From an optimization exercise on the open Yosys and OpenROAD flow, aimed at small area, a short achievable clock period and few clock cycles; shortcuts taken in it are not production practice.
In this exercise RTL edits were held to simulation tests only and were not proved equivalent to the original.
Power is estimated from default activity; no workload was simulated.

==> v3 <==
==> flow/design.v <==
module PDU_kernel (
    input                   [ 0 : 0]            sys_clk,
    input                   [ 0 : 0]            sys_rst,
    output                  [31 : 0]            imem_addr,
    input                   [31 : 0]            imem_rdata,
    output                  [31 : 0]            dmem_addr,
    output                  [31 : 0]            dmem_wdata,
    output                  [ 0 : 0]            dmem_we,
    input                   [31 : 0]            dmem_rdata
);
    reg  [31:0] f_pc;
    reg         btb_v;
    reg  [31:0] btb_pc;
    reg  [31:0] btb_tgt;
    reg         d_v;
    reg         d_pred;
    reg  [31:0] d_pc;
    reg         e_v;
    reg         e_pred;
    reg  [31:0] e_pc;
    reg  [31:0] e_rs1;
    reg  [31:0] e_rs2;
    reg  [31:0] e_imm;
    reg         e_src0_pc, e_src0_rs1, e_src1_imm, e_cmp_imm, e_sub;
    reg         e_s_add, e_s_slt, e_s_sltu, e_s_xor, e_s_or, e_s_and, e_s_sh, e_s_link;
    reg         e_sh_left, e_sh_arith;
    reg         e_br, e_jmp;
    reg  [ 2:0] e_f3;
    reg         e_ld, e_st, e_wen;
    reg  [ 4:0] e_rd;
    reg         e_f1m, e_f1w, e_f2m, e_f2w;
    reg         m_we, m_ld, m_wen;
    reg  [ 4:0] m_rd;
    reg  [31:0] m_res;
    reg  [31:0] m_sdata;
    reg         w_ld, w_wen;
    reg  [ 4:0] w_rd;
    reg  [31:0] w_res;
    wire [31:0] w_data = w_ld ? dmem_rdata : w_res;
    reg  [31:0] rf [1:31];
    genvar gi;
    generate
        for (gi = 1; gi < 32; gi = gi + 1) begin : g_rf
            always @(posedge sys_clk)
                if (w_wen && w_rd == gi)
                    rf[gi] <= w_data;
        end
    endgenerate
    wire        btb_hit = btb_v && (btb_pc == f_pc);
    assign imem_addr = f_pc;
    wire [31:0] inst = imem_rdata;
    wire [ 4:0] opc  = inst[6:2];
    wire [ 2:0] f3   = inst[14:12];
    wire [ 4:0] rs1  = inst[19:15];
    wire [ 4:0] rs2  = inst[24:20];
    wire [ 4:0] rd   = inst[11:7];
    wire is_op    = opc == 5'b01100;
    wire is_opi   = opc == 5'b00100;
    wire is_ld    = opc == 5'b00000;
    wire is_st    = opc == 5'b01000;
    wire is_br    = opc == 5'b11000;
    wire is_lui   = opc == 5'b01101;
    wire is_auipc = opc == 5'b00101;
    wire is_jal   = opc == 5'b11011;
    wire is_jalr  = opc == 5'b11001;
    wire use1 = is_op | is_opi | is_ld | is_st | is_br | is_jalr;
    wire use2 = is_op | is_st | is_br;
    wire wen  = (is_op | is_opi | is_ld | is_lui | is_auipc | is_jal | is_jalr) & (|rd);
    wire alu  = is_op | is_opi;
    reg  [31:0] imm;
    always @(*) begin
        imm = {{20{inst[31]}}, inst[31:20]};
        if (is_br)
            imm = {{20{inst[31]}}, inst[7], inst[30:25], inst[11:8], 1'b0};
        if (is_st)
            imm = {{20{inst[31]}}, inst[31:25], inst[11:7]};
        if (is_lui || is_auipc)
            imm = {inst[31:12], 12'h0};
        if (is_jal)
            imm = {{12{inst[31]}}, inst[19:12], inst[20], inst[30:21], 1'b0};
    end
    wire [31:0] rd1 = (w_wen && w_rd == rs1) ? w_data : ((|rs1) ? rf[rs1] : 32'h0);
    wire [31:0] rd2 = (w_wen && w_rd == rs2) ? w_data : ((|rs2) ? rf[rs2] : 32'h0);
    wire haz = d_v && (
        (e_v && e_ld && e_wen && ((use1 && e_rd == rs1) || (use2 && e_rd == rs2))) ||
        (m_ld && m_wen && ((use1 && m_rd == rs1) || (use2 && m_rd == rs2))));
    wire [31:0] a = e_f1m ? m_res : (e_f1w ? w_res : e_rs1);
    wire [31:0] b = e_f2m ? m_res : (e_f2w ? w_res : e_rs2);
    wire [31:0] src0 = ({32{e_src0_pc}} & e_pc) | ({32{e_src0_rs1}} & a);
    wire [31:0] src1 = e_src1_imm ? e_imm : b;
    wire [32:0] sum_x = {src0, 1'b1} + {src1 ^ {32{e_sub}}, e_sub};
    wire [31:0] sum   = sum_x[32:1];
    wire [31:0] cmp_b = e_cmp_imm ? e_imm : b;
    wire        eq    = a == cmp_b;
    wire        ltu   = a < cmp_b;
    wire        lt    = (a[31] ^ cmp_b[31]) ? a[31] : ltu;
    reg  [31:0] sh_in, sh_res;
    integer k;
    always @(*)
        for (k = 0; k < 32; k = k + 1)
            sh_in[k] = e_sh_left ? a[31-k] : a[k];
    wire [32:0] sh_ext = {e_sh_arith & a[31], sh_in};
    wire [32:0] sh_out = $signed(sh_ext) >>> src1[4:0];
    always @(*)
        for (k = 0; k < 32; k = k + 1)
            sh_res[k] = e_sh_left ? sh_out[31-k] : sh_out[k];
    wire [31:0] link = e_pc + 32'h4;
    wire [31:0] res =
        ({32{e_s_add}}  & sum) |
        ({32{e_s_slt}}  & {31'b0, lt}) |
        ({32{e_s_sltu}} & {31'b0, ltu}) |
        ({32{e_s_xor}}  & (a ^ src1)) |
        ({32{e_s_or}}   & (a | src1)) |
        ({32{e_s_and}}  & (a & src1)) |
        ({32{e_s_sh}}   & sh_res) |
        ({32{e_s_link}} & link);
    wire cond = e_f3[2] ? ((e_f3[1] ? ltu : lt) ^ e_f3[0]) : (~e_f3[1] & (eq ^ e_f3[0]));
    wire taken = e_jmp | (e_br & cond);
    wire redirect = e_v && (taken ? !(e_br && e_pred) : e_pred);
    wire [31:0] redirect_pc = taken ? sum : link;
    wire replay = haz && !redirect;
    always @(posedge sys_clk) begin
        if (sys_rst) begin
            f_pc  <= 32'h0;
            btb_v <= 1'b0;
            d_v   <= 1'b0;
            e_v   <= 1'b0;
            e_wen <= 1'b0;
            m_we  <= 1'b0;
            m_ld  <= 1'b0;
            m_wen <= 1'b0;
            w_wen <= 1'b0;
            w_ld  <= 1'b0;
        end else begin
            if (redirect)
                f_pc <= redirect_pc;
            else if (replay)
                f_pc <= d_pc;
            else if (btb_hit)
                f_pc <= btb_tgt;
            else
                f_pc <= f_pc + 32'h4;
            if (e_v && e_br && taken && !e_pred && e_imm[31])
                btb_v <= 1'b1;
            d_v   <= !(redirect || replay);
            e_v   <= d_v && !redirect && !haz;
            e_wen <= d_v && !redirect && !haz && wen;
            m_we  <= e_v && e_st;
            m_ld  <= e_v && e_ld;
            m_wen <= e_wen;
            w_ld  <= m_ld;
            w_wen <= m_wen;
        end
    end
    always @(posedge sys_clk)
        if (e_v && e_br && taken && !e_pred && e_imm[31]) begin
            btb_pc  <= e_pc;
            btb_tgt <= sum;
        end
    always @(posedge sys_clk) begin
            d_pred <= btb_hit;
            d_pc   <= f_pc;
            e_ld       <= is_ld;
            e_st       <= is_st;
            e_br       <= is_br;
            e_jmp      <= is_jal | is_jalr;
            e_pred     <= d_pred;
            e_pc       <= d_pc;
            e_rs1      <= rd1;
            e_rs2      <= rd2;
            e_imm      <= imm;
            e_rd       <= rd;
            e_f3       <= f3;
            e_src0_pc  <= is_auipc | is_jal | is_br;
            e_src0_rs1 <= is_op | is_opi | is_ld | is_st | is_jalr;
            e_src1_imm <= !is_op;
            e_cmp_imm  <= is_opi;
            e_sub      <= is_op && f3 == 3'b000 && inst[30];
            e_s_add    <= alu ? (f3 == 3'b000) : !(is_jal | is_jalr);
            e_s_slt    <= alu && f3 == 3'b010;
            e_s_sltu   <= alu && f3 == 3'b011;
            e_s_xor    <= alu && f3 == 3'b100;
            e_s_or     <= alu && f3 == 3'b110;
            e_s_and    <= alu && f3 == 3'b111;
            e_s_sh     <= alu && (f3 == 3'b001 || f3 == 3'b101);
            e_s_link   <= is_jal | is_jalr;
            e_sh_left  <= f3 == 3'b001;
            e_sh_arith <= inst[30] && !f3[1] && f3[0] && f3[2];
            e_f1m      <= e_wen && e_rd == rs1;
            e_f1w      <= m_wen && m_rd == rs1;
            e_f2m      <= e_wen && e_rd == rs2;
            e_f2w      <= m_wen && m_rd == rs2;
            m_rd    <= e_rd;
            m_res   <= res;
            m_sdata <= b;
            w_rd  <= m_rd;
            w_res <= m_res;
    end
    assign dmem_addr  = m_res;
    assign dmem_wdata = m_sdata;
    assign dmem_we    = m_we;
endmodule
==> flow/run.sh <==
#!/bin/bash
# synth_recipe.tcl (not shown) runs the flow's synth.tcl, then flattens the netlist and writes it again
# the make line also repeats each setting of config.mk as NAME=value (left out here)
make -C /OpenROAD-flow-scripts/flow DESIGN_CONFIG=/design/flow/config.mk WORK_HOME=/design/flow/orfs CLKGATE_MAP_FILE= SYNTH_SCRIPT=/design/flow/synth_recipe.tcl finish
==> flow/config.mk <==
export PLATFORM = sky130hd
export DESIGN_NAME = PDU_kernel
export DESIGN_NICKNAME = PDU_kernel
export VERILOG_FILES = /design/flow/design.v
export SDC_FILE = /design/flow/constraint.sdc
export NUM_CORES = 4
export LEC_CHECK = 0
export CAP_MARGIN = 20
export CORE_MARGIN = 2
export CORE_UTILIZATION = 40
export SETUP_SLACK_MARGIN = 5
export SLEW_MARGIN = 20
==> flow/constraint.sdc <==
create_clock -name core_clock -period 12.0 [get_ports {sys_clk}]
set_input_delay 2.4000 -clock core_clock [delete_from_list [all_inputs] [get_ports {sys_clk}]]
set_output_delay 2.4000 -clock core_clock [all_outputs]
set_load 0.01 [all_outputs]
==> v7 (differences from v3) <==
--- a/flow/design.v
+++ b/flow/design.v
@@ -90,4 +90,3 @@
     wire [31:0] src1 = e_src1_imm ? e_imm : b;
-    wire [32:0] sum_x = {src0, 1'b1} + {src1 ^ {32{e_sub}}, e_sub};
-    wire [31:0] sum   = sum_x[32:1];
+    wire [31:0] sum  = src0 + (src1 ^ {32{e_sub}}) + {31'b0, e_sub};
     wire [31:0] cmp_b = e_cmp_imm ? e_imm : b;
@@ -128,2 +127,3 @@
             e_wen <= 1'b0;
+            e_ld  <= 1'b0;
             m_we  <= 1'b0;
@@ -142,22 +142,12 @@
                 f_pc <= f_pc + 32'h4;
-            if (e_v && e_br && taken && !e_pred && e_imm[31])
-                btb_v <= 1'b1;
-            d_v   <= !(redirect || replay);
-            e_v   <= d_v && !redirect && !haz;
-            e_wen <= d_v && !redirect && !haz && wen;
-            m_we  <= e_v && e_st;
-            m_ld  <= e_v && e_ld;
-            m_wen <= e_wen;
-            w_ld  <= m_ld;
-            w_wen <= m_wen;
-        end
-    end
-    always @(posedge sys_clk)
-        if (e_v && e_br && taken && !e_pred && e_imm[31]) begin
-            btb_pc  <= e_pc;
-            btb_tgt <= sum;
-        end
-    always @(posedge sys_clk) begin
+            if (e_v && e_br && taken && !e_pred && e_imm[31]) begin
+                btb_v   <= 1'b1;
+                btb_pc  <= e_pc;
+                btb_tgt <= sum;
+            end
+            d_v    <= !(redirect || replay);
             d_pred <= btb_hit;
             d_pc   <= f_pc;
+            e_v        <= d_v && !redirect && !haz;
+            e_wen      <= d_v && !redirect && !haz && wen;
             e_ld       <= is_ld;
@@ -192,2 +182,5 @@
             e_f2w      <= m_wen && m_rd == rs2;
+            m_we    <= e_v && e_st;
+            m_ld    <= e_v && e_ld;
+            m_wen   <= e_wen;
             m_rd    <= e_rd;
@@ -195,4 +188,7 @@
             m_sdata <= b;
+            w_ld  <= m_ld;
+            w_wen <= m_wen;
             w_rd  <= m_rd;
             w_res <= m_res;
+        end
     end
Settings changed: SETUP_SLACK_MARGIN 5 to unset.
==> results.txt <==
Synthesized area per cell: v7 13.0 sq um; v3 12.4 sq um
Area share of the largest cell type after synthesis: v7 60.2%; v3 49.1%
Width of the die: v7 415 um; v3 406 um
Clock power frac: v7 37.2%; v3 39.0%
Sequential logic power: v7 5.68 mW; v3 5.62 mW
Avg Vias per Cell: v7 7.38; v3 7.13
Clk_buf instances: v7 173; v3 178
Starting DRC count in detailed routing: v7 12300; v3 11900
Setup WS pre-CTS: v7 4.79 ns; v3 5.40 ns
Total routing usage reported by global routing: v7 35.4%; v3 35.6%
Actual slew at the worst max-slew pin: v7 1.21 ns; v3 1.31 ns
Share of synthesized area occupied by flip-flops and latches: v7 61.5%; v3 59.6%
Pre-antenna DRT Iters: v7 12; v3 10
Comb pwr share: v7 16.3%; v3 13.7%
Maximum achievable frequency: v7 134 MHz; v3 150 MHz
Largest vdd supply drop: v7 0.172 mV; v3 0.147 mV
R2r endpoint: v7 m_res[30]$_DFFE_PN_; v3 btb_pc[25]$_DFFE_PP_
Outcome: v7 timing/DRC/antenna clean; v3 timing/DRC/antenna clean
Post-synth net total: v7 5401; v3 5397
Testbench counts of v3, summed over its fixed seeds: cycles 103,759.
Testbench counts of v7, summed over its fixed seeds: cycles 103,759.
